This design comes from an exercise in tuning for small area, a short achievable clock period and few clock cycles per item on the open sky130 flow, not from production work.
At most, simulation tests tie the RTL to the original design; equivalence was not proved.
Power figures rest on the tool's default switching activity, not on a simulated workload.

before:
Design LASER, start of the top module:
module LASER (
input CLK,
input RST,
input [3:0] X,
input [3:0] Y,
output reg [3:0] C1X,
output reg [3:0] C1Y,
output reg [3:0] C2X,
output reg [3:0] C2Y,
output reg DONE);
==> flow/config.mk <==
export PLATFORM = sky130hd
export DESIGN_NAME = LASER
export DESIGN_NICKNAME = LASER
export VERILOG_FILES = /design/flow/design.v
export SDC_FILE = /design/flow/constraint.sdc
export NUM_CORES = 4
export LEC_CHECK = 0
export CAP_MARGIN = 20
export CORE_MARGIN = 2
export CORE_UTILIZATION = 40
export SETUP_SLACK_MARGIN = 1.5
export SLEW_MARGIN = 20
==> flow/constraint.sdc <==
create_clock -name core_clock -period 6.0 [get_ports {CLK}]
set_input_delay 1.2000 -clock core_clock [delete_from_list [all_inputs] [get_ports {CLK}]]
set_output_delay 1.2000 -clock core_clock [all_outputs]
set_load 0.01 [all_outputs]
run.sh (not shown) runs the stock make flow with config.mk's settings and CLKGATE_MAP_FILE= SYNTH_SCRIPT=/design/flow/synth_recipe.tcl, a recipe that flattens the netlist after the stock synthesis.
Testbench counts of before, summed over its fixed seeds: cycles 151,005, items 64.
### before -> after
diff --git a/flow/design.v b/flow/design.v
--- a/flow/design.v
+++ b/flow/design.v
@@ -4,21 +4,21 @@
 input [3:0] X,
 input [3:0] Y,
 output reg [3:0] C1X,
 output reg [3:0] C1Y,
 output reg [3:0] C2X,
 output reg [3:0] C2Y,
 output reg DONE);
 localparam [5:0]  NREAD  = 6'd40;       
 localparam [10:0] NROUND = 11'd2000;
 localparam [15:0] INIT   = {4'd0, 4'd0, 4'd8, 4'd8};
-localparam NG = 3;                      
+localparam NG = 8;                      
 function [9:0] lfsr_step;
   input [9:0] v;
   input integer n;
   integer k;
   begin
     lfsr_step = v;
     for (k = 0; k < n; k = k + 1)
       lfsr_step = {lfsr_step[8:0], lfsr_step[9] ^ lfsr_step[6]};
   end
 endfunction
## What came out
- Delta(number of instances resized during post-cts repair, after - before) > 0
- Global-route track usage on met3 across after and before: no real change.
- Going from before to after, highest attainable clock frequency increased about 1.2%, area share of xor/xnor cells in the synthesized design essentially unchanged.
- In after, the combinational power share came out 0.5 points below the value in before.
Function not checked in after: the RTL went through the layout flow alone.

run a:
Another version of the RTL of LASER (not shown whole).
Size in the first run: roughly 7000 cells after synthesis, roughly 570 flip-flops, ~27 I/O pins, about 65000 sq um of cells after synthesis.
clock: 6.0 ns
lec_check: 0
cap_margin: 20
core_margin: 2
core_utilization: 40
setup_slack_margin: 1.5
slew_margin: 20
Edits applied to the flow inputs when going from run a to run b:
-- flow/design.v --
<<< run a, line 76
endfunction
function [3:0] cls;
  input [3:0] p, cb;
  reg [4:0] d, k;
  reg z, o;
  integer b;
  begin
    k[0] = 1'b1;
    for (b = 0; b < 4; b = b + 1) begin
      d[b]   = p[b] ^ cb[b] ^ k[b];
      k[b+1] = (p[b] & cb[b]) | (p[b] & k[b]) | (cb[b] & k[b]);
    end
    d[4] = ~k[4];
    z = ~(d[4] | d[3] | d[2]);             
    o = d[4] & d[3] & d[2];                
    cls[0] = z & ~(d[1] | d[0]);
    cls[1] = (z & ~(d[1] & d[0])) | (o & d[1]);
    cls[2] = z | (o & (d[1] | d[0]));
    cls[3] = z | o | (d[2] & ~(d[4] | d[3] | d[1] | d[0]));
  end
endfunction
>>> run b, line 76
endfunction
function [3:0] cls;
  input [3:0] p, c;
  reg [4:0] d, k;
  integer b;
  begin
    k[0] = 1'b1;
    for (b = 0; b < 4; b = b + 1) begin
      d[b]   = p[b] ^ ~c[b] ^ k[b];
      k[b+1] = (p[b] & ~c[b]) | (p[b] & k[b]) | (~c[b] & k[b]);
    end
    d[4] = ~k[4];
    cls[0] = ~|d;
    cls[1] = (~d[4] & ~d[3] & ~d[2] & ~(d[1] & d[0])) | (d[4] & d[3] & d[2] & d[1]);
    cls[2] = (~d[4] & ~d[3] & ~d[2]) | (d[4] & d[3] & d[2] & (d[1] | d[0]));
    cls[3] = (~d[4] & ~d[3] & (~d[2] | ~(d[1] | d[0]))) | (d[4] & d[3] & d[2]);
  end
endfunction
<<< run a, line 106
function cov2;
  input [7:0]  p;
  input [15:0] t;                  
  begin
    cov2 = cov1(p[7:4], p[3:0], t[15:12], t[11:8]) | cov1(p[7:4], p[3:0], t[7:4], t[3:0]);
>>> run b, line 103
function cov2;
  input [7:0]  p;
  input [15:0] t;
  begin
    cov2 = cov1(p[7:4], p[3:0], t[15:12], t[11:8]) | cov1(p[7:4], p[3:0], t[7:4], t[3:0]);
<<< run a, line 123
wire [15:0] tp  = decm ? Ar : Br;          
wire [15:0] xp  = decm ? T2 : X2;          
wire [15:0] A   = ~(decm ? MA1 : MA2);     
wire [15:0] B   = ~(decm ? MB1 : MB2);     
always @(posedge CLK) begin
  if (rd) begin
>>> run b, line 120
wire [15:0] tp  = decm ? Ar : Br;          
wire [15:0] xp  = decm ? T2 : X2;          
wire [15:0] A   = decm ? MA1 : MA2;        
wire [15:0] B   = decm ? MB1 : MB2;        
always @(posedge CLK) begin
  if (rd) begin
<<< run a, line 132
  end
  if (rd) begin
    MA1 <= ~mv4(INIT, Vn); MA2 <= ~mv4(INIT, Vn); MB1 <= ~mv4(INIT, Vn); MB2 <= ~mv4(INIT, Vn);
  end else begin
    MA1 <= ~mv4(A, Vn); MA2 <= ~mv4(B, Vn); MB1 <= ~mv4(tp, Vn); MB2 <= ~mv4(xp, Vn);
  end
  rndr <= (VD < 10'd150);
>>> run b, line 129
  end
  if (rd) begin
    MA1 <= mv4(INIT, Vn); MA2 <= mv4(INIT, Vn); MB1 <= mv4(INIT, Vn); MB2 <= mv4(INIT, Vn);
  end else begin
    MA1 <= mv4(A, Vn); MA2 <= mv4(B, Vn); MB1 <= mv4(tp, Vn); MB2 <= mv4(xp, Vn);
  end
  rndr <= (VD < 10'd150);
### Flow results
Going from run a to run b, number of tap instances picked up an extra 14, area of the mapped netlist picked up an extra 0.76%. The final reports for run b and run a show number of buffers and inverters on the critical path higher in the former. NOTE: final critical-path share of the clock period in run b falls short of that of run a. Delta (run b minus run a): total via count in the routed design -about 1.7%, total power -about 4.5%, clock period minus final worst setup slack -0.12 ns. On cell area after layout, run a loses to run b.
Testbench counts of run b, summed over its fixed seeds: cycles 130,752, items 64.
The RTL of run a was laid out without a check of its function.

## v6
Another version of the RTL of LASER (not shown whole).
Size: roughly 4200 cells after synthesis, roughly 510 flip-flops, about 27 I/O pins.
export LEC_CHECK = 0
export CAP_MARGIN = 20
export CORE_MARGIN = 2
export CORE_UTILIZATION = 40
export SETUP_SLACK_MARGIN = 1.75
export SLEW_MARGIN = 20
create_clock -name core_clock -period 6.0 [get_ports {CLK}]
## Diff of input files: v7 against v6
--- a/flow/design.v
+++ b/flow/design.v
@@ -45,27 +45,24 @@
            mv(b[7:4],   q[5], q[5]), mv(b[3:0],  q[9], q[5])};
   end
 endfunction
 function [3:0] cls;
   input [3:0] p, c;
   reg [4:0] d, k;
-  reg z, o;
   integer b;
   begin
     k[0] = 1'b1;
     for (b = 0; b < 4; b = b + 1) begin
       d[b]   = p[b] ^ ~c[b] ^ k[b];
       k[b+1] = (p[b] & ~c[b]) | (p[b] & k[b]) | (~c[b] & k[b]);
     end
     d[4] = ~k[4];
-    z = ~(d[4] | d[3] | d[2]);             
-    o = d[4] & d[3] & d[2];                
-    cls[0] = z & ~(d[1] | d[0]);
-    cls[1] = (z & ~(d[1] & d[0])) | (o & d[1]);
-    cls[2] = z | (o & (d[1] | d[0]));
-    cls[3] = z | o | (d[2] & ~(d[4] | d[3] | d[1] | d[0]));
+    cls[0] = ~|d;
+    cls[1] = (~d[4] & ~d[3] & ~d[2] & ~(d[1] & d[0])) | (d[4] & d[3] & d[2] & d[1]);
+    cls[2] = (~d[4] & ~d[3] & ~d[2]) | (d[4] & d[3] & d[2] & (d[1] | d[0]));
+    cls[3] = (~d[4] & ~d[3] & (~d[2] | ~(d[1] | d[0]))) | (d[4] & d[3] & d[2]);
   end
 endfunction
 function cov1;
   input [3:0] px, py, cx, cy;
   reg [3:0] a, b;
   begin
- v7 | stages: all done | timing, DRC, antenna: all pass
- Re number of cells after detailed placement: v7 is 51 up on v6.
- v7 vs v6 — worst-case setup margin in the final layout rose 22 ps.
- Summary — pin slew with the least headroom to its limit, v7 relative to v6: higher, by 160 ps.
- Synthesized area grows slightly when moving from v6 to v7.
- v7 vs v6 on area used by multi-input combinational logic: v7 is the higher one.
- Compared with v6, switching power total in v7 decreased by a little under 10%.
- Utilization after layout ended up 0.51 points lower on v7 than on v6.
- v7 against v6: fraction of area in clock buffers and inverters has decreased, worst hold margin has increased, global-route met2 utilization has decreased.
- Looking at proportion of power drawn by flip-flops and latches, v7 sits above v6.
- Against v6, v7 comes in 3.6 points lower on fraction of power consumed by combinational cells.
Testbench counts of v7, summed over its fixed seeds: cycles 151,005, items 64.
Only the layout flow was run in v6; the RTL was not checked for function there.

run X:
The RTL this note starts from:
==> flow/design.v <==
module LASER (
input CLK,
input RST,
input [3:0] X,
input [3:0] Y,
output reg [3:0] C1X,
output reg [3:0] C1Y,
output reg [3:0] C2X,
output reg [3:0] C2Y,
output reg DONE);
localparam [5:0]  NREAD  = 6'd40;       
localparam [10:0] NROUND = 11'd2000;
localparam [15:0] INIT   = {4'd0, 4'd0, 4'd8, 4'd8};
localparam NG = 2;                      
function [9:0] lfsr_step;
  input [9:0] v;
  input integer n;
  integer k;
  begin
    lfsr_step = v;
    for (k = 0; k < n; k = k + 1)
      lfsr_step = {lfsr_step[8:0], lfsr_step[9] ^ lfsr_step[6]};
  end
endfunction
function [3:0] mv;
  input [3:0] b;
  input       up;
  input       st1;                 
  reg   [4:0] sum;
  begin
    if (up) begin
      sum = {1'b0, b} + (st1 ? 5'd1 : 5'd2);
      mv  = sum[4] ? 4'd15 : sum[3:0];
    end else begin
      sum = {1'b0, b} - (st1 ? 5'd1 : 5'd2);
      mv  = sum[4] ? 4'd0 : sum[3:0];
    end
  end
endfunction
function [15:0] mv4;
  input [15:0] b;
  input [9:0]  q;
  begin
    mv4 = {mv(b[15:12], q[0], q[5]), mv(b[11:8], q[3], q[5]),
           mv(b[7:4],   q[5], q[5]), mv(b[3:0],  q[9], q[5])};
  end
endfunction
function [3:0] cls;
  input [3:0] p, c;
  reg [4:0] d, k;
  integer b;
  begin
    k[0] = 1'b1;
    for (b = 0; b < 4; b = b + 1) begin
      d[b]   = p[b] ^ ~c[b] ^ k[b];
      k[b+1] = (p[b] & ~c[b]) | (p[b] & k[b]) | (~c[b] & k[b]);
    end
    d[4] = ~k[4];
    cls[0] = ~|d;
    cls[1] = (~d[4] & ~d[3] & ~d[2] & ~(d[1] & d[0])) | (d[4] & d[3] & d[2] & d[1]);
    cls[2] = (~d[4] & ~d[3] & ~d[2]) | (d[4] & d[3] & d[2] & (d[1] | d[0]));
    cls[3] = (~d[4] & ~d[3] & (~d[2] | ~(d[1] | d[0]))) | (d[4] & d[3] & d[2]);
  end
endfunction
function cov1;
  input [3:0] px, py, cx, cy;
  reg [3:0] a, b;
  begin
    a = cls(px, cx);
    b = cls(py, cy);
    cov1 = (a[3] & b[0]) | (a[2] & b[1]) | (a[1] & b[2]) | (a[0] & b[3]);
  end
endfunction
function cov2;
  input [7:0]  p;
  input [15:0] t;
  begin
    cov2 = cov1(p[7:4], p[3:0], t[15:12], t[11:8]) | cov1(p[7:4], p[3:0], t[7:4], t[3:0]);
  end
endfunction
function gt3;
  input [5:0] a, b, r;
  reg [5:0] s, k;
  reg [6:0] t;
  begin
    s = a ^ b ^ ~r;
    k = (a & b) | (a & ~r) | (b & ~r);
    t = {1'b0, s} + {k, 1'b0};
    gt3 = t[6];
  end
endfunction
reg  [5:0]  cnt;                        
reg  [10:0] rcQ, rcO;                   
reg  [9:0]  VQ, VO;                     
reg         s1d;                        
reg         fin2q, fin3;                
wire        rd    = (cnt < NREAD);
reg [NG-1:0] redo;
reg          redom;
reg          rnd2;                      
wire [10:0] rc    = redom ? rcO : rcQ;
wire [9:0]  V     = redom ? VO : VQ;
wire        fin2  = fin2q & ~redom;
wire        s1    = ~rd & ~DONE & (rc < NROUND);    
wire [9:0]  V1    = lfsr_step(V, 1);
wire [9:0]  V42   = lfsr_step(V, 42);
wire        rndS  = (lfsr_step(V, 41) < 10'd150);  
wire         s2v = s1d & ~redom;        
wire         gt;                        
always @(posedge CLK) begin
  if (RST) begin
    cnt   <= 6'd0;
    s1d   <= 1'b0;
    fin2q <= 1'b0;
    fin3  <= 1'b0;
    DONE  <= 1'b0;
  end else begin
    cnt   <= DONE ? 6'd0 : rd ? cnt + 6'd1 : cnt;
    s1d   <= s1;
    fin2q <= s1 & (rc == NROUND - 11'd1);
    fin3  <= fin2;
    DONE  <= fin3;
  end
end
integer g;
always @(posedge CLK) begin
  if (RST | rd) begin
    redom <= 1'b0;
    redo  <= {NG{1'b0}};
  end else begin
    redom <= s1d & ~redom & ~rnd2 & gt & s1;
    for (g = 0; g < NG; g = g + 1)
      redo[g] <= s1d & ~redo[g] & ~rnd2 & gt & s1;
  end
  rnd2 <= rndS;
end
always @(posedge CLK) begin
  if (RST)
    VQ <= 10'h1;
  else if (rd | fin2 | fin3)
    VQ <= V1;
  else if (s1)
    VQ <= V42;
  else
    VQ <= V;
  VO <= V;
end
always @(posedge CLK) begin
  if (rd)
    rcQ <= 11'd0;
  else if (s1)
    rcQ <= rc + 11'd1;
  else
    rcQ <= rc;
  rcO <= rc;
end
reg [7:0] P [0:39];
integer i;
always @(posedge CLK) begin
  P[0] <= rd ? {X, Y} : P[39];
  for (i = 1; i < 40; i = i + 1)
    P[i] <= P[i-1];
end
reg  [15:0] PA;                         
reg  [15:0] PQ;                         
reg  [15:0] T1Q, XQ, TO;
wire [15:0] T1 = redom ? TO : T1Q;      
wire [15:0] Xc = redom ? TO : XQ;       
wire [15:0] K  = redom ? PA : PQ;       
wire [15:0] Pb = rd ? INIT : rndS ? K : (s2v & rnd2) ? T1 : Xc;
always @(posedge CLK) begin
  PA <= mv4(T1, V);
  PQ <= mv4(Pb, rd ? V1 : V42);
  T1Q <= s1 ? K : T1;
  TO  <= T1;
  if (rd)
    XQ <= INIT;
  else if (s1 & s2v & rnd2)
    XQ <= T1;
  else
    XQ <= Xc;
end
reg [39:0] hit;
reg [15:0] Kg;
integer j;
always @(*)
  for (j = 0; j < 40; j = j + 1) begin
    Kg = redo[j * NG / 40] ? PA : PQ;
    hit[j] = cov2(P[j], Kg);
  end
wire [5:0] ca, cb;
wire cs1 = hit[0] ^ hit[1] ^ hit[2];
wire cs2 = (hit[0] & hit[1]) | (hit[0] & hit[2]) | (hit[1] & hit[2]);
wire cs3 = hit[3] ^ hit[4] ^ hit[5];
wire cs4 = (hit[3] & hit[4]) | (hit[3] & hit[5]) | (hit[4] & hit[5]);
wire cs5 = hit[6] ^ hit[7] ^ hit[8];
wire cs6 = (hit[6] & hit[7]) | (hit[6] & hit[8]) | (hit[7] & hit[8]);
wire cs7 = hit[9] ^ hit[10] ^ hit[11];
wire cs8 = (hit[9] & hit[10]) | (hit[9] & hit[11]) | (hit[10] & hit[11]);
wire cs9 = hit[12] ^ hit[13] ^ hit[14];
wire cs10 = (hit[12] & hit[13]) | (hit[12] & hit[14]) | (hit[13] & hit[14]);
wire cs11 = hit[15] ^ hit[16] ^ hit[17];
wire cs12 = (hit[15] & hit[16]) | (hit[15] & hit[17]) | (hit[16] & hit[17]);
wire cs13 = hit[18] ^ hit[19] ^ hit[20];
wire cs14 = (hit[18] & hit[19]) | (hit[18] & hit[20]) | (hit[19] & hit[20]);
wire cs15 = hit[21] ^ hit[22] ^ hit[23];
wire cs16 = (hit[21] & hit[22]) | (hit[21] & hit[23]) | (hit[22] & hit[23]);
wire cs17 = hit[24] ^ hit[25] ^ hit[26];
wire cs18 = (hit[24] & hit[25]) | (hit[24] & hit[26]) | (hit[25] & hit[26]);
wire cs19 = hit[27] ^ hit[28] ^ hit[29];
wire cs20 = (hit[27] & hit[28]) | (hit[27] & hit[29]) | (hit[28] & hit[29]);
wire cs21 = hit[30] ^ hit[31] ^ hit[32];
wire cs22 = (hit[30] & hit[31]) | (hit[30] & hit[32]) | (hit[31] & hit[32]);
wire cs23 = hit[33] ^ hit[34] ^ hit[35];
wire cs24 = (hit[33] & hit[34]) | (hit[33] & hit[35]) | (hit[34] & hit[35]);
wire cs25 = hit[36] ^ hit[37] ^ hit[38];
wire cs26 = (hit[36] & hit[37]) | (hit[36] & hit[38]) | (hit[37] & hit[38]);
wire cs27 = cs1 ^ cs3 ^ cs5;
wire cs28 = (cs1 & cs3) | (cs1 & cs5) | (cs3 & cs5);
wire cs29 = cs7 ^ cs9 ^ cs11;
wire cs30 = (cs7 & cs9) | (cs7 & cs11) | (cs9 & cs11);
wire cs31 = cs13 ^ cs15 ^ cs17;
wire cs32 = (cs13 & cs15) | (cs13 & cs17) | (cs15 & cs17);
wire cs33 = cs19 ^ cs21 ^ cs23;
wire cs34 = (cs19 & cs21) | (cs19 & cs23) | (cs21 & cs23);
wire cs35 = cs2 ^ cs4 ^ cs6;
wire cs36 = (cs2 & cs4) | (cs2 & cs6) | (cs4 & cs6);
wire cs37 = cs8 ^ cs10 ^ cs12;
wire cs38 = (cs8 & cs10) | (cs8 & cs12) | (cs10 & cs12);
wire cs39 = cs14 ^ cs16 ^ cs18;
wire cs40 = (cs14 & cs16) | (cs14 & cs18) | (cs16 & cs18);
wire cs41 = cs20 ^ cs22 ^ cs24;
wire cs42 = (cs20 & cs22) | (cs20 & cs24) | (cs22 & cs24);
wire cs43 = pr0 ^ pr1 ^ pr2;
wire cs44 = (pr0 & pr1) | (pr0 & pr2) | (pr1 & pr2);
wire cs45 = pr3 ^ pr4 ^ pr5;
wire cs46 = (pr3 & pr4) | (pr3 & pr5) | (pr4 & pr5);
wire cs47 = pr6 ^ pr7 ^ pr8;
wire cs48 = (pr6 & pr7) | (pr6 & pr8) | (pr7 & pr8);
wire cs49 = pr9 ^ pr10 ^ pr11;
wire cs50 = (pr9 & pr10) | (pr9 & pr11) | (pr10 & pr11);
wire cs51 = pr12 ^ pr13 ^ pr14;
wire cs52 = (pr12 & pr13) | (pr12 & pr14) | (pr13 & pr14);
wire cs53 = pr15 ^ pr16 ^ pr17;
wire cs54 = (pr15 & pr16) | (pr15 & pr17) | (pr16 & pr17);
wire cs55 = cs44 ^ cs46 ^ cs47;
wire cs56 = (cs44 & cs46) | (cs44 & cs47) | (cs46 & cs47);
wire cs57 = cs48 ^ cs50 ^ cs52;
wire cs58 = (cs48 & cs50) | (cs48 & cs52) | (cs50 & cs52);
wire cs59 = cs55 ^ cs49 ^ cs51;
wire cs60 = (cs55 & cs49) | (cs55 & cs51) | (cs49 & cs51);
wire cs61 = cs56 ^ cs57 ^ cs53;
wire cs62 = (cs56 & cs57) | (cs56 & cs53) | (cs57 & cs53);
wire cs63 = cs60 ^ cs61 ^ pr18;
wire cs64 = (cs60 & cs61) | (cs60 & pr18) | (cs61 & pr18);
wire cs65 = cs62 ^ cs58 ^ cs54;
wire cs66 = (cs62 & cs58) | (cs62 & cs54) | (cs58 & cs54);
reg pr0;
reg pr1;
reg pr2;
reg pr3;
reg pr4;
reg pr5;
reg pr6;
reg pr7;
reg pr8;
reg pr9;
reg pr10;
reg pr11;
reg pr12;
reg pr13;
reg pr14;
reg pr15;
reg pr16;
reg pr17;
reg pr18;
always @(posedge CLK) begin
  pr0 <= cs27;
  pr1 <= cs29;
  pr2 <= cs31;
  pr3 <= cs33;
  pr4 <= cs25;
  pr5 <= hit[39];
  pr6 <= cs28;
  pr7 <= cs30;
  pr8 <= cs32;
  pr9 <= cs34;
  pr10 <= cs35;
  pr11 <= cs37;
  pr12 <= cs39;
  pr13 <= cs41;
  pr14 <= cs26;
  pr15 <= cs36;
  pr16 <= cs38;
  pr17 <= cs40;
  pr18 <= cs42;
end
assign ca = {1'b0, cs66, cs64, cs63, cs59, cs43};
assign cb = {1'b0, 1'b0, cs65, 1'b0, 1'b0, cs45};
reg  [5:0] prev, best;
wire [5:0] cov = ca + cb;
assign     gt  = gt3(ca, cb, prev);
wire       dec = rnd2 | gt;
reg  [5:0]  cov3;                       
reg  [15:0] t3;
reg         s3;
always @(posedge CLK) begin
  if (rd)
    prev <= 6'd0;
  else if (s2v & dec)
    prev <= cov;
  cov3 <= cov;
  t3   <= T1;
  s3   <= s2v & ~rd;
end
always @(posedge CLK) begin
  if (rd)
    best <= 6'd0;
  else if (s3 && cov3 > best)
    best <= cov3;
end
always @(posedge CLK) begin
  if (RST) begin
    C1X <= 4'd7; C1Y <= 4'd7;
    C2X <= 4'd7; C2Y <= 4'd7;
  end else if (s3 && cov3 > best) begin
    {C1X, C1Y, C2X, C2Y} <= t3;
  end
end
endmodule
Settings: LEC_CHECK=0, CAP_MARGIN=20, CORE_MARGIN=2, CORE_UTILIZATION=40, SETUP_SLACK_MARGIN=1.75, SLEW_MARGIN=20; clock period 6.0 ns.
The inputs of run E differ from those of run X as listed below.
diff --git a/flow/design.v b/flow/design.v
--- a/flow/design.v
+++ b/flow/design.v
@@ -11,7 +11,7 @@
 localparam [5:0]  NREAD  = 6'd40;       
 localparam [10:0] NROUND = 11'd2000;
 localparam [15:0] INIT   = {4'd0, 4'd0, 4'd8, 4'd8};
-localparam NG = 2;                      
+localparam NG = 1;                      
 function [9:0] lfsr_step;
   input [9:0] v;
   input integer n;
--- outcome ---
- Run E against run X; number of vias after detailed routing is down slightly.
- Delta (run E minus run X): maximum frequency down about 2.8%, hold slack flat, combined area of the multi-input logic cells down about 0.6%, clock power share down 0.3 points.
- Looking only at count of plain and timing-repair buffers, and setting everything else aside, the higher value of run E and run X goes to run X.
- Run E closes out successfully: all stages finished, all timing, DRC and antenna checks passed.
- Taking run X as the reference, in run E cell area after layout went down, fraction of area in registers did not really move.
No run of this note included a check of the RTL's function; only the layout flow was run.

==> what the ideal ports hide <==
How much do the figures lean on ideal ports? The routed layouts below were timed once more, with nothing changed but the port constraints.
Step 1 (the two cells are an assumption about what drives the block):
set clk [get_ports {CLK}]
set_driving_cell -lib_cell sky130_fd_sc_hd__clkbuf_16 $clk
set_driving_cell -lib_cell sky130_fd_sc_hd__buf_2 [delete_from_list [all_inputs] $clk]
Step 2 also shifts input and output timing later by t, the mid clock arrival at the registers, as if the neighbouring blocks saw the same clock.
a / b / c = ideal / step 1 / step 2; a / b = the first two.
| run | t, ns | setup WS [ns] | worst setup path at the end | pins driven straight from the clock port |
|---|---|---|---|---|
| before | 0.740 | 1.598 / 1.598 / 1.598 | register to register | 1 |
| after | 0.734 | 1.649 / 1.649 / 1.649 | register to register | 1 |
| run a | 0.785 | 1.455 / 1.455 / 1.455 | register to register | 1 |
| run b | 0.756 | 1.572 / 1.572 / 1.572 | register to register | 1 |
| v6 | 0.732 | 1.690 / 1.690 / 1.690 | register to register | 1 |
| v7 | 0.730 | 1.712 / 1.712 / 1.712 | register to register | 1 |
| run X | 0.724 | 1.713 / 1.713 / 1.713 | register to register | 1 |
| run E | 0.711 | 1.592 / 1.592 / 1.592 | register to register | 1 |
After both steps every run listed still meets setup and hold.
